What follows belongs to an exercise in optimizing a design on an open flow for small area; a production flow would make more cautious choices.
Only simulation tests tie the RTL to the original design; equivalence was not proved.
In every run shown here, the design's own scripts or RTL, not TritonCTS, make the clock network.
The flow treats the clock pin as an ideal source. Dropping or thinning the clock tree relies on that and would not hold on a real chip.
Power and IR drop assume default switching activity.

==> design.v <==
`timescale 1ns / 1ps
module sorting_system(
    input wire clk,
    input wire rst_n,            
    input wire btn_manual_1,
    input wire btn_manual_2,
    input wire sensor_out,
    output wire s0, s1,
    output wire s2, s3,
    output wire led_r, led_g, led_b,
    input wire ir_sensor,
    output wire servo_pwm_1,
    output wire servo_pwm_2,
    output wire led_ir_status
);
    reg [11:0] q;
    wire wrap  = q[11] & q[9] & q[2] & q[1];       
    wire below = ~|q[11:7];                        
    wire q2    = ~|q[11:8] & q[7];                 
    wire eq146 = (q == 12'd212);                   
    always @(posedge clk) begin
        if (rst_n | wrap) q <= 12'd66;
        else              q <= q + 12'd1;
    end
    wire [1:0] color;
    color_core cc (
        .clk(clk), .rst(rst_n), .sensor_out(sensor_out), .wrap(wrap),
        .s2(s2), .s3(s3), .color(color),
        .led_r(led_r), .led_g(led_g), .led_b(led_b)
    );
    assign s0 = 1'b1;
    assign s1 = 1'b1;
    reg ir_s1, ir_s2;
    always @(posedge clk) begin
        if (rst_n) begin
            ir_s1 <= 1'b1;
            ir_s2 <= 1'b1;
        end else begin
            ir_s1 <= ir_sensor;
            ir_s2 <= ir_s1;
        end
    end
    wire ir_edge = ir_s2 & ~ir_s1;
    assign led_ir_status = ~ir_s2;
    servo #(.W(15), .WAIT_END(26252)) sv1 (
        .clk(clk), .rst(rst_n), .btn(btn_manual_1),
        .trig(ir_edge & ~color[1] & color[0]),
        .q7(q[6:0]), .below(below), .q2(q2), .eq146(eq146), .pwm(servo_pwm_1)
    );
    servo #(.W(16), .WAIT_END(50002)) sv2 (
        .clk(clk), .rst(rst_n), .btn(btn_manual_2),
        .trig(ir_edge & color[1] & ~color[0]),
        .q7(q[6:0]), .below(below), .q2(q2), .eq146(eq146), .pwm(servo_pwm_2)
    );
endmodule
module color_core(
    input clk, rst, sensor_out, wrap,
    output reg s2, s3,
    output reg [1:0] color,
    output led_r, led_g, led_b
);
    reg sd1, sd2;
    wire edge_ = sd1 & ~sd2;
    reg [10:0] x, m;
    reg [9:0] s;
    reg [1:0] who;     
    reg off;           
    reg on;
    always @(posedge clk) begin
        if (rst) sd1 <= 1'b0;
        else sd1 <= sensor_out;
    end
    always @(posedge clk) sd2 <= sd1;
    wire red_ch = ~s3, blue_ch = ~s2 & s3, green_ch = s2;
    wire sfull = (s == 10'd712);               
    always @(posedge clk) begin
        if (rst | wrap) x <= 11'd0;
        else if (edge_) x <= x + 11'd1;
    end
    always @(posedge clk) begin
        if (rst | (wrap & blue_ch)) s <= 10'd0;
        else if (edge_ & ~wrap & ~sfull) s <= {s[8:0], ~(s[9] ^ s[6])};
    end
    always @(posedge clk) begin
        if (rst) begin s2 <= 1'b0; s3 <= 1'b0; end
        else if (wrap) begin s2 <= ~s2 & s3; s3 <= ~s2; end
    end
    wire gt = x > m;
    wire eq = x == m;
    always @(posedge clk) begin
        if (rst) m <= 11'd0;
        else if (wrap & (green_ch | (red_ch & gt))) m <= x;
    end
    always @(posedge clk) begin
        if (wrap & red_ch) who <= {~gt & ~eq, gt};
        else if (wrap & blue_ch) begin
            if (gt) who <= 2'b11;
            else if (eq) who <= 2'b00;
        end
    end
    always @(posedge clk) if (wrap & blue_ch) off <= ~sfull;
    always @(posedge clk) begin
        if (rst) begin color <= 2'd0; on <= 1'b0; end
        else if (wrap & green_ch) begin
            if (off) on <= 1'b0;
            else if (who != 2'd0) begin color <= who; on <= 1'b1; end
        end
    end
    assign led_r = on & ~color[1] & color[0];
    assign led_g = on & color[1] & ~color[0];
    assign led_b = on & color[1] & color[0];
endmodule
module servo #(
    parameter W = 16,
    parameter WAIT_END = 50002
)(
    input clk, rst, btn, trig,
    input [6:0] q7,
    input below, q2, eq146,
    output reg pwm
);
    localparam [W-1:0] RET_START = {W{1'b1}} - 84;
    localparam [W-1:0] HOLD_END  = RET_START - 1;
    localparam [W-1:0] MH_START  = RET_START - 30085;
    localparam [W-1:0] NXT  = WAIT_END + 1;            
    localparam [W-1:0] SETM = MH_START & ~NXT;
    localparam [W-1:0] CLRM = ~MH_START & NXT;
    localparam IDLE=2'b00, WAIT=2'b01, MH=2'b11, RET=2'b10;
    reg [1:0] st;
    reg [W-1:0] t;
    wire wait_end = (t & WAIT_END) == WAIT_END;
    wire hold_end = (t & HOLD_END) == HOLD_END;
    wire ret_end  = &t[6:0];
    wire idle = (st == IDLE);
    wire to_mh = (st == WAIT) & wait_end;
    wire [W-1:0] t_inc = t + 1'b1;
    always @(posedge clk) begin
        if (idle) t <= {{(W-1){1'b0}}, btn};
        else if (to_mh) t <= (t_inc | SETM) & ~CLRM;    
        else t <= t_inc;
    end
    always @(posedge clk) begin
        if (rst) begin
            st <= IDLE; pwm <= 1'b0;
        end else begin
            case (st)
                MH:  pwm <= below | (pwm & ~eq146);
                RET: pwm <= below | (q2 & (q7 < ~t[6:0]));
                default: pwm <= below;
            endcase
            case (st)
                IDLE: if (btn | trig) st <= WAIT;
                WAIT: if (wait_end) st <= MH;
                MH:   if (hold_end) st <= RET;
                default: if (ret_end) st <= trig ? WAIT : IDLE;
            endcase
        end
    end
endmodule
==> flow/run.sh <==
#!/bin/bash
# Own flow: the standard flow (standard.sh), with
#  - the combinational logic mapped for area (flow/my_synth.tcl); the registers
#    are checked to be the standard synthesis's, else the standard netlist is kept,
#  - port buffers of the smallest buffer cell,
#  - a flat clock tree of a few clock buffers (flow/cts_hook.tcl).
# Each tool's output goes to a log file of its own in this folder.
set -euo pipefail
W=$(pwd)
R=$W/orfs/results/$FLOW_PLATFORM/sorting_system/base

# 1. standard synthesis: the reference for the registers
bash standard.sh synth > $W/std_synth.log 2>&1
cp $R/1_2_yosys.v $W/std_1_2_yosys.v

# 2. the same synthesis mapped for area, in its own work home
sed -e "s#SYNTH_SCRIPT=[^ ]*#SYNTH_SCRIPT=$W/flow/my_synth.tcl#" \
    -e "s#WORK_HOME=[^ ]*#WORK_HOME=$W/orfs_area#" standard.sh > $W/area_synth.sh
if MY_ABC_SCRIPT=$W/flow/my.abc FLOW_SYNTH_TCL=$W/synth_recipe.tcl \
   bash $W/area_synth.sh synth > $W/area_synth.log 2>&1; then
  A=$W/orfs_area/results/$FLOW_PLATFORM/sorting_system/base/1_2_yosys.v
  if python3 $W/flow/regs.py $W/std_1_2_yosys.v $A > $W/regs_check.log 2>&1; then
    cp $A $R/1_2_yosys.v
    echo "using the area synthesis" >> $W/regs_check.log
  fi
fi

# 3. the rest of the standard flow
MY_CLK_GROUPS=${MY_CLK_GROUPS:-5} MY_CLK_BUF=${MY_CLK_BUF:-sky130_fd_sc_hd__clkbuf_8} \
MY_CLK_ROOT=${MY_CLK_ROOT-sky130_fd_sc_hd__clkbuf_2} \
bash standard.sh \
  "BUFFER_PORTS_ARGS=-buffer_cell sky130_fd_sc_hd__buf_1" \
  "PRE_CTS_TCL=$W/flow/cts_hook.tcl" \
  finish > $W/finish.log 2>&1
==> flow/cts_hook.tcl <==
# Sourced before CTS (PRE_CTS_TCL). Replaces clock_tree_synthesis with a small
# two-level clock tree: the flip-flops are split by position (recursive
# bisection) into MY_CLK_GROUPS groups, each driven by one MY_CLK_BUF placed at
# its centroid; a root MY_CLK_ROOT buffer (if set) drives those from the clock
# port. Every register sees the same number of buffers.
# split group g into k groups of nearly equal size, cutting along the longer side
proc my_split {g k} {
  if {$k <= 1} { return [list $g] }
  set xs [lsort -integer [lmap e $g {lindex $e 0}]]
  set ys [lsort -integer [lmap e $g {lindex $e 1}]]
  set dx [expr {[lindex $xs end] - [lindex $xs 0]}]
  set dy [expr {[lindex $ys end] - [lindex $ys 0]}]
  set s [lsort -integer -index [expr {$dx >= $dy ? 0 : 1}] $g]
  set k1 [expr {$k / 2}]
  set h [expr {([llength $s] * $k1 + $k / 2) / $k}]
  return [concat [my_split [lrange $s 0 [expr {$h - 1}]] $k1] \
                 [my_split [lrange $s $h end] [expr {$k - $k1}]]]
}
proc clock_tree_synthesis {args} {
  set block [ord::get_db_block]
  set dbu [$block getDbUnitsPerMicron]
  set sinks {}
  foreach pin [get_pins -of_objects [get_nets clk]] {
    if {[get_property $pin direction] != "input"} { continue }
    set inst [sta::sta_to_db_inst [get_cells -of_objects $pin]]
    set loc [$inst getLocation]
    lappend sinks [list [lindex $loc 0] [lindex $loc 1] $pin]
  }
  set k $::env(MY_CLK_GROUPS)
  set groups [my_split $sinks $k]
  puts "flat clock tree: [llength $sinks] sinks, [llength $groups] groups of $::env(MY_CLK_BUF), root $::env(MY_CLK_ROOT)"
  set i 0
  set leaf_in {}
  set tx 0; set ty 0
  foreach g $groups {
    set sx 0; set sy 0; set pins {}
    foreach e $g {
      set sx [expr {$sx + [lindex $e 0]}]
      set sy [expr {$sy + [lindex $e 1]}]
      lappend pins [lindex $e 2]
    }
    set m [llength $g]
    set cx [expr {double($sx) / $m / $dbu}]
    set cy [expr {double($sy) / $m / $dbu}]
    set tx [expr {$tx + $cx}]; set ty [expr {$ty + $cy}]
    insert_buffer -buffer_cell $::env(MY_CLK_BUF) -net clk -load_pins $pins \
      -location [list $cx $cy] -buffer_name clkleaf_$i -net_name clknet_leaf_$i
    incr i
  }
  if {$::env(MY_CLK_ROOT) ne ""} {
    # the clock port now drives only the leaf buffers' inputs
    set leaf_in {}
    foreach pin [get_pins -of_objects [get_nets clk]] {
      if {[get_property $pin direction] == "input"} { lappend leaf_in $pin }
    }
    insert_buffer -buffer_cell $::env(MY_CLK_ROOT) -net clk -load_pins $leaf_in \
      -location [list [expr {$tx / $i}] [expr {$ty / $i}]] -buffer_name clkroot -net_name clknet_root
  }
  set_propagated_clock [all_clocks]
}
==> flow/my.abc <==
strash
&get -n
&deepsyn -T 20
&put
dch -f
&get -n
&nf -R 1000 -p
&put
==> flow/my_synth.tcl <==
# The standard flow's synthesis script with two changes that only affect how the
# combinational logic is mapped (registers are mapped before either runs):
#  - ABC runs an area-oriented script instead of ORFS's delay-oriented one,
#  - adders are left to ABC instead of being extracted into half/full adder cells.
proc abc {args} {
  set out {}
  set skip 0
  foreach a $args {
    if {$skip} { set skip 0; continue }
    if {$a in {-script -D -constr}} { set skip 1; continue }
    lappend out $a
  }
  yosys abc {*}$out -script $::env(MY_ABC_SCRIPT)
}
proc extract_fa {args} { puts "extract_fa skipped" }
source $::env(FLOW_SYNTH_TCL)
==> flow/regs.py <==
# regs.py STD.v NEW.v: exit 0 if both netlists hold the same registers
# (instance names and cell types, drive strength ignored).
import re, sys
def regs(path):
    txt = open(path).read()
    out = set()
    for m in re.finditer(r'^\s*sky130_fd_sc_hd__(\w+?)_\d+\s+(\S+)\s*\(', txt, re.M):
        kind, name = m.group(1), m.group(2)
        if kind.startswith(('df', 'edf', 'sdf', 'dl', 'sdl')):
            out.add((kind, name))
    return out
a, b = regs(sys.argv[1]), regs(sys.argv[2])
print(len(a), 'registers in the standard synthesis,', len(b), 'in the area synthesis')
for x in sorted(a ^ b):
    print('differs:', x)
sys.exit(0 if a == b and a else 1)
==> standard.sh <==
#!/bin/bash
# synth_recipe.tcl (not shown) runs the flow's synth.tcl, then flattens the netlist and writes it again
# the make line also repeats each setting of config.mk as NAME=value (left out here)
make -C /OpenROAD-flow-scripts/flow DESIGN_CONFIG=/design/flow/config.mk WORK_HOME=/design/flow/orfs CLKGATE_MAP_FILE= SYNTH_SCRIPT=/design/flow/synth_recipe.tcl "${@:-finish}"
==> config.mk <==
export PLATFORM = sky130hd
export DESIGN_NAME = sorting_system
export DESIGN_NICKNAME = sorting_system
export VERILOG_FILES = /design/flow/design.v
export SDC_FILE = /design/flow/constraint.sdc
export NUM_CORES = 4
export LEC_CHECK = 0
export CAP_MARGIN = 20
export CORE_MARGIN = 2
export CORE_UTILIZATION = 65
export SLEW_MARGIN = 20
==> constraint.sdc <==
create_clock -name core_clock -period 8.0 [get_ports {clk}]
set_input_delay 1.6000 -clock core_clock [delete_from_list [all_inputs] [get_ports {clk}]]
set_output_delay 1.6000 -clock core_clock [all_outputs]
set_load 0.01 [all_outputs]
==> results of run 1 <==
## registers in the layout, indices dropped and copies added, names as in the netlist, 2 cells and up
signal	count
q	12
cc.who	2
cc.s	10
cc.x	11
cc.m	11
sv2.st	2
cc.color	2
sv1.t	15
sv2.t	16
sv1.st	2
## power breakdown
part           internal [mW]  switching (mW)
clock network         0.0591           0.131
logic                 0.0131          0.0198
registers              0.473          0.0113
## worst paths after layout
check                           startpoint       to  slack (ns)  depth (start not counted)
worst min-delay path                cc.sd1   cc.sd2        0.35                          0
worst max register to register     cc.x[3]  cc.m[2]        5.25                         13
worst min register to register      cc.sd1   cc.sd2        0.35                          0
worst max-delay path                 rst_n  cc.s[8]        4.62                          5
## cells in the final DEF, fill, tap and decap left out, drive strengths merged, types with 2 or more instances in the layout
cell type / count
dfxtp: 90
a21oi: 45
nor2: 39
nor3: 27
nand2: 21
a22o: 21
and3: 19
clkinv: 16
o21ai: 14
buf: 14
o21a: 10
xnor2: 9
o22ai: 8
and2: 8
clkbuf: 6
nand4: 5
a31oi: 5
nor2b: 5
nor3b: 5
a221oi: 4
nand3: 4
nand4b: 4
xor2: 4
a22oi: 3
and4: 3
edfxtp: 3
nor4: 2
o2bb2ai: 2
or2: 2
o221ai: 2
conb: 2
## routing by layer
layer | up-vias | wire length [um] | GRT usage (%)
met2 | 48 | 3280 | 38.9
met1 | 1359 | 3280 | 30.7
met3 | 4 | 301 | 2.39
met5 | - | 0 | 0
li1 | 1508 | - | -
met4 | 0 | 46 | 3.62
## metrics by stage
step / util, % / worst slack [ns]
finish: 70.5 / 4.62
global route: 70.5 / 4.38
CTS: 70.5 / 4.61
detailed placement: 69.1 / 4.15
global placement: 69.1 / 4.25
floorplan: - / 5.21
## layout make-up, without the clock buffers
type	instances	share of cell area, %
timing repair buffer	14	1.46
sequential	93	49.0
inverter	16	1.56
tap	72	2.34
multi-input combinational	285	43.7
==> insert_results.sql, run 1 <==
INSERT INTO impl_metrics (metric_group, metric, value, unit) VALUES
('drt', 'route.vias.total', '2919', ''),
('place', 'dp_hpwl', '4.81', 'mm'),
('cells_and_area', 'drive_above_1_share', '1.69', '%'),
('worst_setup_path', 'crit_path_end_kind', 'flip-flop', ''),
('pwr', 'vdd_drop_max', '0.000178', 'V'),
('cts', 'post_cts_hold_buffer_count', '0', ''),
('worst_setup_path', 'critPathMaxFanout', '18', ''),
('sta', 'max_clock_freq', '0.296', 'GHz'),
('cells_and_area', 'nets', '422', ''),
('cells_and_area', 'area.growth.synth_to_final', '5.73', '%'),
('hold_path', 'worstHoldPathType', 'flip-flop to flip-flop', ''),
('global_routing', 'grt_usage', '22.3', '%'),
('sta', 'timing_hold_violations_final', '0', ''),
('flow_run', 'timing.max_cap.violations', '0', ''),
('worst_setup_path', 'timing.critical_path.cells', 'buf_1, nor2_1, and3_1, nor3_1, a22o_1', ''),
('global_routing', 'antenna_violations_before_repair', '0', ''),
('place', 'placement.cell_area', '3780', 'um2'),
('sta', 'fin_crit_sh', '42.2', '%'),
('sta', 'setup_viol_count_final', '0', ''),
('run_status', 'run_status', 'no timing/DRC/antenna violations', ''),
('place', 'port_buffers', '13', ''),
('global_routing', 'grt_pass1_vias', '2706', ''),
('cells_and_area', 'seqCellArea', '1890', 'um2'),
('synthesis', 'netlist_instances', '395', ''),
('floorplanning', 'die_y', '78.9', 'um'),
('sta', 'rsz_0062_raised_after_global_routing', 'false', ''),
('cells_and_area', 'antennaDiodeCount', '0', ''),
('pwr', 'power_density', '183', 'nW/um2'),
('cells_and_area', 'multi_input_area', '1690', 'um2'),
('place', 'dp_cells', '480', ''),
('worst_setup_path', 'timing.critical_path.max_delay_family', 'simple AND/OR/NAND/NOR gates', ''),
('global_routing', 'grt_max_degree', '20', ''),
('cts', 'cts_setup_buffers', '0', ''),
('worst_setup_path', 'startpoint_type', 'input port', ''),
('worst_setup_path', 'critical_path_class', 'input port to flip-flop', ''),
('floorplanning', 'ios', '16', ''),
('cells_and_area', 'finish.instance_area', '3860', 'um2'),
('sta', 'tightest_slew', '0.958', 'ns'),
('synthesis', 'syn_area_per_cell', '9.24', 'um2'),
('global_routing', 'global_route_wire_length_before_repair', '11.9', 'mm'),
('drt', 'route.antenna.remaining_nets', '0', ''),
('drt', 'drt_wl_total', '6.91', 'mm'),
('pwr', 'power_leakage', '1.38', 'nW'),
('cells_and_area', 'finish.cell_count_without_fillers', '486', ''),
('synthesis', 'synth_warnings', '4', ''),
('place', 'place.gp.congestion', '0.780', ''),
('global_routing', 'grt_overflow_total', '0', ''),
('sta', 'timing.final.crit_period', '3.38', 'ns'),
('sta', 'drv_slew', '0', ''),
('drt', 'detailedRoute.firstIterationViolations', '120', ''),
('sta', 'fin_worst_skew', '0.00646', 'ns'),
('worst_setup_path', 'cp_slowest_cell', 'sky130_fd_sc_hd__nor3_1', ''),
('synthesis', 'post_synth_instance_area', '3650', 'um2'),
('drt', 'vias_per_cell', '6.01', ''),
('drt', 'drt_drc_violations_left', '0', ''),
('worst_setup_path', 'cpPeakStageDelay', '0.78', 'ns'),
('sta', 'slew_headroom', '35.7', '%'),
('cts', 'cts_resized', '0', ''),
('floorplanning', 'floorplan.die.width', '78.9', 'um'),
('drt', 'wl_per_cell', '14.2', 'um'),
('cts', 'path_clk_slew', '0.10', 'ns'),
('floorplanning', 'fp.dieArea', '6230', 'um2'),
('sta', 'totalNegativeSetupSlack', '0', 'ns'),
('floorplanning', 'design.core.area', '5470', 'um2'),
('cts', 'insertion_delay', '0.49', 'ns'),
('cells_and_area', 'final_layout_fill_cell_count', '454', ''),
('floorplanning', 'std_cell_rows', '27', ''),
('worst_setup_path', 'critical_path_required', '8.43', 'ns'),
('worst_setup_path', 'path_buf_inv', '1', ''),
('pwr', 'p_total', '0.707', 'mW'),
('sta', 'hold-worst-slack', '0.351', 'ns'),
('worst_setup_path', 'cp.arrival', '3.80', 'ns'),
('floorplanning', 'floorplan.initialDensity', '66.7', '%'),
('drt', 'firstDrtPassIters', '5', '');
==> run 2, diff against run 1 <==
--- a/design.v
+++ b/design.v
@@ -18,4 +18,3 @@
     wire below = ~|q[11:7];                        
-    wire q2    = ~|q[11:8] & q[7];                 
-    wire eq146 = (q == 12'd212);                   
+    wire eq146 = q[7] & q[6] & q[4] & q[2];
     always @(posedge clk) begin
@@ -47,3 +46,3 @@
         .trig(ir_edge & ~color[1] & color[0]),
-        .q7(q[6:0]), .below(below), .q2(q2), .eq146(eq146), .pwm(servo_pwm_1)
+        .q7(q[6:0]), .below(below), .eq146(eq146), .pwm(servo_pwm_1)
     );
@@ -52,3 +51,3 @@
         .trig(ir_edge & color[1] & ~color[0]),
-        .q7(q[6:0]), .below(below), .q2(q2), .eq146(eq146), .pwm(servo_pwm_2)
+        .q7(q[6:0]), .below(below), .eq146(eq146), .pwm(servo_pwm_2)
     );
@@ -118,3 +117,3 @@
     input [6:0] q7,
-    input below, q2, eq146,
+    input below, eq146,
     output reg pwm
@@ -147,3 +146,3 @@
                 MH:  pwm <= below | (pwm & ~eq146);
-                RET: pwm <= below | (q2 & (q7 < ~t[6:0]));
+                RET: pwm <= below | (pwm & (q7 < ~t[6:0]));
                 default: pwm <= below;
==> run 2 against run 1 <==
  * Worst hold slack improved by 0.0034 ns
  * Clock power barely moved
  * Total power rose by 0.12%
  * Via count fell by 1.5%
  * Critical path depth did not move
  * Synthesized area fell by 0.72%
  * Critical path type unchanged
  * Largest cell class unchanged
==> insert_results.sql, run 2 <==
INSERT INTO impl_metrics (metric_group, metric, value, unit) VALUES
('pwr', 'power_density', '185', 'nW/um2'),
('global_routing', 'grt_usage', '21.8', '%'),
('drt', 'drt_wl_total', '6.82', 'mm'),
('drt', 'vias_per_cell', '5.99', ''),
('place', 'port_buffers', '13', ''),
('sta', 'tightest_slew', '1.00', 'ns'),
('floorplanning', 'floorplan.die.width', '78.7', 'um'),
('place', 'dp_cells', '474', ''),
('cells_and_area', 'area.growth.synth_to_final', '5.70', '%'),
('cells_and_area', 'largest_register_ffs', '16', ''),
('cells_and_area', 'finish.cell_count_without_fillers', '480', ''),
('synthesis', 'syn_area_per_cell', '9.29', 'um2'),
('cts', 'cts_resized', '0', ''),
('drt', 'firstDrtPassIters', '4', ''),
('synthesis', 'post_synth_instance_area', '3620', 'um2'),
('global_routing', 'global_route_wire_length_before_repair', '11.4', 'mm'),
('cells_and_area', 'nets', '416', ''),
('sta', 'totalNegativeSetupSlack', '0', 'ns'),
('floorplanning', 'std_cell_rows', '27', ''),
('cts', 'cts_setup_buffers', '0', ''),
('hold_path', 'worstHoldPathType', 'flip-flop to flip-flop', ''),
('hold_path', 'hold_end', 'cc.sd2', ''),
('worst_setup_path', 'crit_path_end_kind', 'flip-flop', ''),
('hold_path', 'cells_on_worst_hold_path', '0', ''),
('flow_run', 'timing.max_cap.violations', '0', ''),
('sta', 'slew_headroom', '32.6', '%'),
('worst_setup_path', 'rr_worst_depth', '9', ''),
('cts', 'insertion_delay', '0.48', 'ns'),
('sta', 'max_clock_freq', '0.289', 'GHz'),
('global_routing', 'grt_pass1_vias', '2581', ''),
('cells_and_area', 'drive_above_1_share', '1.72', '%'),
('sta', 'setup_viol_count_final', '0', ''),
('cells_and_area', 'antennaDiodeCount', '0', ''),
('cells_and_area', 'layout_commonest_cell', 'sky130_fd_sc_hd__dfxtp_1', ''),
('worst_setup_path', 'startpoint_type', 'input port', ''),
('drt', 'drt_drc_violations_left', '0', ''),
('worst_setup_path', 'cpPeakStageDelay', '0.81', 'ns'),
('worst_setup_path', 'worstReg2RegStart', 'cc.x[2]', ''),
('drt', 'detailedRoute.firstIterationViolations', '172', ''),
('cells_and_area', 'max_flop_register', 'sv2.t', ''),
('sta', 'drv_slew', '0', ''),
('drt', 'route.vias.total', '2875', ''),
('worst_setup_path', 'path_buf_inv', '1', ''),
('sta', 'fin_crit_sh', '43.2', '%'),
('worst_setup_path', 'critical_path_class', 'input port to flip-flop', ''),
('cts', 'post_cts_hold_buffer_count', '0', ''),
('hold_path', 'critical_hold_path_startpoint', 'cc.sd1', ''),
('floorplanning', 'ios', '16', ''),
('place', 'place.gp.congestion', '0.758', ''),
('worst_setup_path', 'timing.critical_path.max_delay_family', 'simple AND/OR/NAND/NOR gates', ''),
('sta', 'rsz_0062_raised_after_global_routing', 'false', ''),
('global_routing', 'grt_overflow_total', '0', ''),
('floorplanning', 'fp.dieArea', '6190', 'um2'),
('cells_and_area', 'final_cell_mix', 'sky130_fd_sc_hd__dfxtp_1 (90), sky130_fd_sc_hd__a21oi_1 (45), sky130_fd_sc_hd__nor3_1 (35), sky130_fd_sc_hd__nor2_1 (34), sky130_fd_sc_hd__a22o_1 (22)', ''),
('cts', 'path_clk_slew', '0.11', 'ns'),
('drt', 'wl_per_cell', '14.2', 'um'),
('global_routing', 'antenna_violations_before_repair', '0', ''),
('pwr', 'power_leakage', '1.33', 'nW'),
('worst_setup_path', 'cp.arrival', '3.89', 'ns'),
('drt', 'route.antenna.remaining_nets', '0', ''),
('place', 'dp_hpwl', '4.81', 'mm'),
('floorplanning', 'floorplan.initialDensity', '66.6', '%'),
('global_routing', 'grt_max_degree', '21', ''),
('pwr', 'vdd_drop_max', '0.000145', 'V'),
('worst_setup_path', 'timing.critical_path.cells', 'buf_1, nor2b_1, and3_1, nor3_1, a22o_1', ''),
('run_status', 'run_status', 'no timing/DRC/antenna violations', ''),
('synthesis', 'netlist_instances', '390', ''),
('worst_setup_path', 'cp_slowest_cell', 'sky130_fd_sc_hd__nor3_1', ''),
('sta', 'fin_worst_skew', '0.00953', 'ns'),
('worst_setup_path', 'critical_path.reg2reg.endpoint', 'cc.m[6]', ''),
('cells_and_area', 'largest_registers', 'sv2.t: 16 flops, sv1.t: 15 flops, q: 12 flops', ''),
('floorplanning', 'die_y', '78.7', 'um'),
('synthesis', 'synth_warnings', '4', ''),
('worst_setup_path', 'critical_path_required', '8.43', 'ns'),
('sta', 'timing_hold_violations_final', '0', ''),
('sta', 'timing.final.crit_period', '3.46', 'ns'),
('worst_setup_path', 'reg2reg_setup_slack', '5.14', 'ns'),
('worst_setup_path', 'critPathMaxFanout', '20', ''),
('floorplanning', 'design.core.area', '5440', 'um2');
[run 2: where the power goes]
part / total (mW) / switching (mW) / internal, mW
sequential: 0.485 / 0.0114 / 0.473
combinational: 0.0339 / 0.0210 / 0.0129
clock: 0.189 / 0.130 / 0.0592
[run 2: worst register-to-register path: stages, from the launching register on]
cell and delay, ns:
sky130_fd_sc_hd__dfxtp_1 0.43, sky130_fd_sc_hd__clkinv_1 0.11, sky130_fd_sc_hd__a2bb2oi_1 0.15, sky130_fd_sc_hd__a222oi_1 0.21, sky130_fd_sc_hd__o21ai_0 0.13, sky130_fd_sc_hd__a221o_1 0.38
sky130_fd_sc_hd__nor3_1 0.33, sky130_fd_sc_hd__nor3_2 0.20, sky130_fd_sc_hd__nor2_1 0.63, sky130_fd_sc_hd__a22o_1 0.24
[run 2: stage by stage]
| stage | setup WS [ns] | cell area (um2) | hold slack [ns] | util, % | power, mW |
|---|---|---|---|---|---|
| CTS | 4.58 | 3820 | 0.358 | 70.3 | 0.713 |
| global route | 4.38 | 3830 | 0.368 | 70.4 | 0.734 |
| global placement | 4.19 | 3750 | 0.327 | 68.9 | 0.528 |
| finish | 4.54 | 3830 | 0.355 | 70.4 | 0.708 |
| detailed placement | 4.04 | 3750 | 0.337 | 68.9 | 0.529 |
| floorplan | 5.03 | 3630 | 0.324 | - | 0.518 |
[run 2: final cells by class, without the clock buffers]
cell class | instances | area [um2]
Sequential cell | 93 | 1890
Fill cell | 460 | 1610
Multi-Input combinational cell | 282 | 1670
Timing Repair Buffer | 13 | 48.8
Inverter | 14 | 52.6
Tap cell | 72 | 90.1
[run 2: routing by layer]
metal	vias up	part of all wire [%]	track usage [%]	routed length (um)
met5	-	0	0	0
met3	12	2.4	1.61	164
met4	0	1.6	4.21	109
met1	1334	49	30.8	3350
met2	39	47	36.8	3190
li1	1490	-	-	-
[run 2: worst max path at each step]
| stage | from | endpoint | depth (start not counted) |
|---|---|---|---|
| floorplan | rst_n | cc.m[0] | 3 |
| global placement | rst_n | cc.s[0] | 5 |
| detailed placement | rst_n | cc.m[6] | 4 |
| CTS | rst_n | cc.m[6] | 4 |
| global route | rst_n | cc.s[0] | 5 |
| finish | rst_n | cc.s[0] | 5 |
==> run 3, diff against run 2 <==
--- a/flow/run.sh
+++ b/flow/run.sh
@@ -28,4 +28,4 @@
 # 3. the rest of the standard flow
-MY_CLK_GROUPS=${MY_CLK_GROUPS:-5} MY_CLK_BUF=${MY_CLK_BUF:-sky130_fd_sc_hd__clkbuf_8} \
-MY_CLK_ROOT=${MY_CLK_ROOT-sky130_fd_sc_hd__clkbuf_2} \
+MY_CLK_GROUPS=${MY_CLK_GROUPS:-4} MY_CLK_BUF=${MY_CLK_BUF:-sky130_fd_sc_hd__buf_8} \
+MY_CLK_ROOT=${MY_CLK_ROOT-} \
 bash standard.sh \
==> run 3 against run 2 <==
  * Global-route usage decreased by 0.15 points
  * First-iteration DRC count decreased by 5.2%
  * Core utilization decreased by 0.25 points
  * Worst hold slack improved by 0.0011 ns
  * Highest routed layer unchanged
  * Sequential cell count unchanged
  * Die area unchanged
  * Clock power decreased by 9.5%
==> insert_results.sql, run 3 <==
INSERT INTO impl_metrics (metric_group, metric, value, unit) VALUES
('run_status', 'run_status', 'no timing/DRC/antenna violations', ''),
('drt', 'route.antenna.remaining_nets', '0', ''),
('drt', 'detail_route.wirelength.met1', '3.37', 'mm'),
('drt', 'detailroute.wirelength.met2', '3.18', 'mm'),
('drt', 'firstDrtPassIters', '5', ''),
('synthesis', 'synth_warnings', '4', ''),
('synthesis', 'syn_area_per_cell', '9.29', 'um2'),
('drt', 'drt_drc_violations_left', '0', ''),
('floorplanning', 'floorplan.die.width', '78.7', 'um'),
('pwr', 'power_density', '181', 'nW/um2'),
('worst_setup_path', 'critical_path_required', '8.10', 'ns'),
('place', 'dp_hpwl', '4.81', 'mm'),
('cells_and_area', 'largest_register_ffs', '16', ''),
('global_routing', 'grt_pass1_vias', '2546', ''),
('floorplanning', 'design.core.area', '5440', 'um2'),
('worst_setup_path', 'critical_path_class', 'input port to flip-flop', ''),
('hold_path', 'worstHoldPathType', 'flip-flop to flip-flop', ''),
('cells_and_area', 'drive_above_1_share', '1.23', '%'),
('global_routing', 'grt_overflow_total', '0', ''),
('cts', 'cts_resized', '0', ''),
('pwr', 'power_leakage', '1.32', 'nW'),
('cells_and_area', 'finish.instance_area', '3810', 'um2'),
('place', 'placement.cell_area', '3750', 'um2'),
('cts', 'insertion_delay', '0.14', 'ns'),
('cells_and_area', 'nets', '414', ''),
('floorplanning', 'die_y', '78.7', 'um'),
('drt', 'total_met3_wirelength_after_detailed_routing', '164', 'um'),
('cells_and_area', 'fin_util', '70.1', '%'),
('drt', 'detailedRoute.firstIterationViolations', '163', ''),
('cells_and_area', 'layout_commonest_cell', 'sky130_fd_sc_hd__dfxtp_1', ''),
('place', 'place.gp.congestion', '0.758', ''),
('cells_and_area', 'largest_registers', 'sv2.t: 16 flops, sv1.t: 15 flops, q: 12 flops', ''),
('global_routing', 'grt_usage', '21.6', '%'),
('floorplanning', 'std_cell_rows', '27', ''),
('flow_run', 'timing.max_cap.violations', '0', ''),
('sta', 'setup_viol_count_final', '0', ''),
('pwr', 'vdd_drop_max', '0.000175', 'V'),
('global_routing', 'antenna_violations_before_repair', '0', ''),
('worst_setup_path', 'startpoint_type', 'input port', ''),
('sta', 'tightest_slew', '1.00', 'ns'),
('floorplanning', 'ios', '16', ''),
('drt', 'top_signal_layer_used', 'met4', ''),
('sta', 'drv_slew', '0', ''),
('drt', 'drt_wl_total', '6.82', 'mm'),
('cts', 'path_clk_slew', '0.12', 'ns'),
('sta', 'timing_hold_violations_final', '0', ''),
('global_routing', 'grt_max_degree', '25', ''),
('sta', 'rsz_0062_raised_after_global_routing', 'false', ''),
('cells_and_area', 'max_flop_register', 'sv2.t', ''),
('floorplanning', 'floorplan.initialDensity', '66.6', '%'),
('cells_and_area', 'area.growth.synth_to_final', '5.32', '%'),
('cells_and_area', 'finish.cell_count_without_fillers', '478', ''),
('worst_setup_path', 'critPathMaxFanout', '20', ''),
('cts', 'post_cts_hold_buffer_count', '0', ''),
('synthesis', 'post_synth_instance_area', '3620', 'um2'),
('drt', 'route.vias.total', '2869', ''),
('sta', 'fin_crit_sh', '47.1', '%'),
('sta', 'max_clock_freq', '0.266', 'GHz'),
('sta', 'slew_headroom', '32.6', '%'),
('place', 'dp_cells', '474', ''),
('drt', 'vias_per_cell', '6.00', ''),
('global_routing', 'global_route_wire_length_before_repair', '11.3', 'mm'),
('worst_setup_path', 'cp.arrival', '3.86', 'ns'),
('sta', 'fin_worst_skew', '0.00717', 'ns'),
('sta', 'timing.final.crit_period', '3.77', 'ns'),
('drt', 'wl_per_cell', '14.3', 'um'),
('place', 'port_buffers', '13', ''),
('synthesis', 'netlist_instances', '390', ''),
('worst_setup_path', 'crit_path_end_kind', 'flip-flop', ''),
('cts', 'cts_setup_buffers', '0', ''),
('sta', 'totalNegativeSetupSlack', '0', 'ns'),
('cells_and_area', 'antennaDiodeCount', '0', ''),
('floorplanning', 'fp.dieArea', '6190', 'um2'),
('cells_and_area', 'final_cell_mix', 'sky130_fd_sc_hd__dfxtp_1 (90), sky130_fd_sc_hd__a21oi_1 (45), sky130_fd_sc_hd__nor3_1 (35), sky130_fd_sc_hd__nor2_1 (34), sky130_fd_sc_hd__a22o_1 (22)', '');
-- run 3: path summary, 6_finish.rpt --
kind	cells past startpoint	slack [ns]	endpoint	startpoint
setup reg to reg	9	5.17	cc.m[6]	cc.x[2]
hold / removal	0	0.36	cc.sd2	cc.sd1
setup / recovery	5	4.23	cc.s[0]	rst_n
hold reg to reg	0	0.36	cc.sd2	cc.sd1
-- run 3: critical path: stages --
cell and delay, ns:
sky130_fd_sc_hd__buf_1 0.62, sky130_fd_sc_hd__nor2b_1 0.22, sky130_fd_sc_hd__and3_1 0.36, sky130_fd_sc_hd__nor3_1 0.81, sky130_fd_sc_hd__a22o_1 0.26
-- run 3: per-stage QoR --
stage	hold WS [ns]	setup slack [ns]	total power, mW
after floorplan	0.324	5.03	0.518
after global placement	0.327	4.19	0.528
after detailed placement	0.337	4.04	0.529
after CTS	0.359	4.22	0.690
after global routing	0.369	4.04	0.712
final	0.356	4.23	0.690
-- run 3: cell type report, without the clock buffers --
cell class / count / area [um2]
tap: 72 / 90.1
inverter: 14 / 52.6
timing repair buffer: 13 / 48.8
sequential: 93 / 1890
fill: 461 / 1620
multi-input combinational: 282 / 1670
-- run 3: where the power goes --
part	leakage, nW	switching, mW	internal, mW
Clock	0.0297	0.113	0.0575
Sequential	0.760	0.0116	0.473
Combinational	0.532	0.0210	0.0129
-- run 3: per-layer routing --
layer | vias up | GRT usage [%]
met2 | 43 | 37.4
met4 | 0 | 3.51
met3 | 10 | 1.03
met5 | - | 0
met1 | 1332 | 30.6
li1 | 1484 | -
==> run 4, diff against run 3 <==
--- a/flow/run.sh
+++ b/flow/run.sh
@@ -28,3 +28,3 @@
 # 3. the rest of the standard flow
-MY_CLK_GROUPS=${MY_CLK_GROUPS:-4} MY_CLK_BUF=${MY_CLK_BUF:-sky130_fd_sc_hd__buf_8} \
+MY_CLK_GROUPS=${MY_CLK_GROUPS:-3} MY_CLK_BUF=${MY_CLK_BUF:-sky130_fd_sc_hd__buf_12} \
 MY_CLK_ROOT=${MY_CLK_ROOT-} \
==> run 4 against run 3 <==
  * Register-to-register slack about the same
  * Core utilization unchanged
  * Worst hold slack worse by 0.0012 ns
  * Critical path type unchanged
  * Largest power group unchanged
==> insert_results.sql, run 4 <==
INSERT INTO impl_metrics (metric_group, metric, value, unit) VALUES
('run_status', 'run_status', 'no timing/DRC/antenna violations', ''),
('drt', 'drt_wl_total', '6.76', 'mm'),
('sta', 'fin_ws', '4.23', 'ns'),
('cts', 'cts_resized', '0', ''),
('drt', 'firstDrtPassIters', '4', ''),
('pwr', 'vdd_drop_max', '0.000151', 'V'),
('floorplanning', 'floorplan.initialDensity', '66.6', '%'),
('sta', 'drv_slew', '0', ''),
('drt', 'detailroute.wirelength.met2', '3.16', 'mm'),
('cells_and_area', 'final_cell_mix', 'sky130_fd_sc_hd__dfxtp_1 (90), sky130_fd_sc_hd__a21oi_1 (45), sky130_fd_sc_hd__nor3_1 (35), sky130_fd_sc_hd__nor2_1 (34), sky130_fd_sc_hd__a22o_1 (22)', ''),
('place', 'place.gp.congestion', '0.758', ''),
('cells_and_area', 'antennaDiodeCount', '0', ''),
('floorplanning', 'std_cell_rows', '27', ''),
('sta', 'fin_crit_sh', '47.1', '%'),
('drt', 'drt_drc_violations_left', '0', ''),
('drt', 'vias_per_cell', '6.04', ''),
('cells_and_area', 'largest_register_ffs', '16', ''),
('cells_and_area', 'drive_above_1_share', '0.988', '%'),
('worst_setup_path', 'critical_path_class', 'input port to flip-flop', ''),
('sta', 'slew_headroom', '32.8', '%'),
('worst_setup_path', 'timing.critical_path.cells', 'buf_1, nor2b_1, and3_1, nor3_1, a22o_1', ''),
('global_routing', 'global_route_wire_length_before_repair', '11.3', 'mm'),
('cells_and_area', 'final_layout_fill_cell_count', '456', ''),
('floorplanning', 'ios', '16', ''),
('synthesis', 'post_synth_instance_area', '3620', 'um2'),
('drt', 'detailedRoute.firstIterationViolations', '171', ''),
('cells_and_area', 'layout_commonest_cell', 'sky130_fd_sc_hd__dfxtp_1', ''),
('synthesis', 'syn_area_per_cell', '9.29', 'um2'),
('cells_and_area', 'max_flop_register', 'sv2.t', ''),
('cells_and_area', 'seqCellArea', '1890', 'um2'),
('cells_and_area', 'multi_input_area', '1670', 'um2'),
('global_routing', 'grt_usage', '21.5', '%'),
('hold_path', 'worstHoldPathType', 'flip-flop to flip-flop', ''),
('sta', 'rsz_0062_raised_after_global_routing', 'false', ''),
('worst_setup_path', 'critPathMaxFanout', '20', ''),
('drt', 'detail_route.wirelength.met1', '3.29', 'mm'),
('cts', 'path_clk_slew', '0.11', 'ns'),
('place', 'dp_hpwl', '4.81', 'mm'),
('global_routing', 'grt_overflow_total', '0', ''),
('pwr', 'power_leakage', '1.32', 'nW'),
('synthesis', 'synth_warnings', '4', ''),
('drt', 'top_signal_layer_used', 'met4', ''),
('place', 'post-place-ws', '4.04', 'ns'),
('worst_setup_path', 'critical_path_required', '8.10', 'ns'),
('floorplanning', 'fp.dieArea', '6190', 'um2'),
('cells_and_area', 'fin_util', '70.1', '%'),
('drt', 'route.vias.total', '2881', ''),
('cts', 'insertion_delay', '0.15', 'ns'),
('pwr', 'p_total', '0.693', 'mW'),
('cells_and_area', 'nets', '413', ''),
('sta', 'tightest_slew', '1.00', 'ns'),
('floorplanning', 'floorplan.die.width', '78.7', 'um'),
('cts', 'cts_setup_buffers', '0', ''),
('floorplanning', 'design.core.area', '5440', 'um2'),
('synthesis', 'netlist_instances', '390', ''),
('worst_setup_path', 'cp_slowest_cell', 'sky130_fd_sc_hd__nor3_1', ''),
('sta', 'timing.final.crit_period', '3.77', 'ns'),
('global_routing', 'antenna_violations_before_repair', '0', ''),
('global_routing', 'grt_max_degree', '32', ''),
('sta', 'timing_hold_violations_final', '0', ''),
('worst_setup_path', 'cpPeakStageDelay', '0.81', 'ns'),
('worst_setup_path', 'startpoint_type', 'input port', ''),
('worst_setup_path', 'cp.arrival', '3.86', 'ns'),
('flow_run', 'timing.max_cap.violations', '0', ''),
('floorplanning', 'die_y', '78.7', 'um'),
('cells_and_area', 'area.growth.synth_to_final', '5.32', '%'),
('worst_setup_path', 'crit_path_end_kind', 'flip-flop', ''),
('drt', 'wl_per_cell', '14.2', 'um'),
('sta', 'hold-worst-slack', '0.354', 'ns'),
('sta', 'setup_viol_count_final', '0', ''),
('drt', 'total_met3_wirelength_after_detailed_routing', '185', 'um'),
('sta', 'totalNegativeSetupSlack', '0', 'ns'),
('place', 'port_buffers', '13', ''),
('cts', 'post_cts_hold_buffer_count', '0', ''),
('pwr', 'power_density', '182', 'nW/um2'),
('cells_and_area', 'largest_registers', 'sv2.t: 16 flops, sv1.t: 15 flops, q: 12 flops', ''),
('global_routing', 'grt_pass1_vias', '2554', ''),
('sta', 'max_clock_freq', '0.265', 'GHz'),
('sta', 'fin_worst_skew', '0.00688', 'ns'),
('drt', 'route.antenna.remaining_nets', '0', '');
==> run 4: final timing paths <==
| kind | slack, ns | from | endpoint | depth (start not counted) |
|---|---|---|---|---|
| setup reg to reg | 5.18 | cc.x[2] | cc.m[6] | 9 |
| hold reg to reg | 0.35 | cc.sd1 | cc.sd2 | 0 |
| hold / removal | 0.35 | cc.sd1 | cc.sd2 | 0 |
| setup / recovery | 4.23 | rst_n | cc.s[0] | 5 |
==> run 4: area by class of cell, without the clock buffers <==
| cell class | instances | area share [%] |
|---|---|---|
| inverters | 14 | 1.38 |
| multi-input cells | 282 | 43.8 |
| well taps | 72 | 2.36 |
| repair buffers | 13 | 1.28 |
| flip-flops and latches | 93 | 49.6 |
==> run 4: layer usage <==
metal / GRT usage [%] / vias to the layer above
li1: - / 1484
met1: 30.5 / 1337
met2: 36.8 / 48
met3: 1.26 / 12
met4: 3.86 / 0
met5: 0 / -
==> run 4: stage by stage <==
step | cells | area (um2)
final | 477 | 3810
after global routing | 477 | 3810
after CTS | 477 | 3810
after detailed placement | 474 | 3750
after global placement | 474 | 3750
after floorplan | 391 | 3630
==> run 4: power breakdown <==
group	internal (mW)	switching, mW
Sequential	0.473	0.0114
Combinational	0.0129	0.0210
Clock	0.0614	0.113
==> run 4: critical path, delay by kind of cell <==
kind	cells	cell delay (ns)
and+or+nand+nor	3	1.39
buffers and inverters	1	0.61
AOI/OAI and AO/OA	1	0.26

==> port drivers added, routing unchanged <==
Ports are ideal in the flow. The routed layouts listed here were re-timed in OpenROAD.
Step 1, drivers: a clkbuf_16 drives clk and a buf_2 each remaining input, both assumed.
Step 2, shift: input delay + t, output delay - t, t = (earliest + latest rising clock arrival at the registers) / 2. This alone moves slack from input paths to output paths.
Slacks: ideal / step 1 / step 2; pairs: ideal / step 1.
| run | t (ns) | slack for setup (ns) | latest minus earliest clock arrival (ns) | pins driven straight from the clock port |
|---|---|---|---|---|
| run 1 | 0.514 | 4.622 / 4.622 / 4.109 | 0.007 / 0.007 | 1 |
| run 2 | 0.498 | 4.545 / 4.544 / 4.045 | 0.010 / 0.009 | 1 |
| run 3 | 0.210 | 4.234 / 4.278 / 4.068 | 0.008 / 0.008 | 4 |
| run 4 | 0.210 | 4.232 / 4.275 / 4.064 | 0.007 / 0.007 | 3 |
After both steps every run listed still meets setup and hold. For run 1, which loses most, drivers alone change the setup slack by 0.000 ns; drivers and shift together by -0.513 ns.
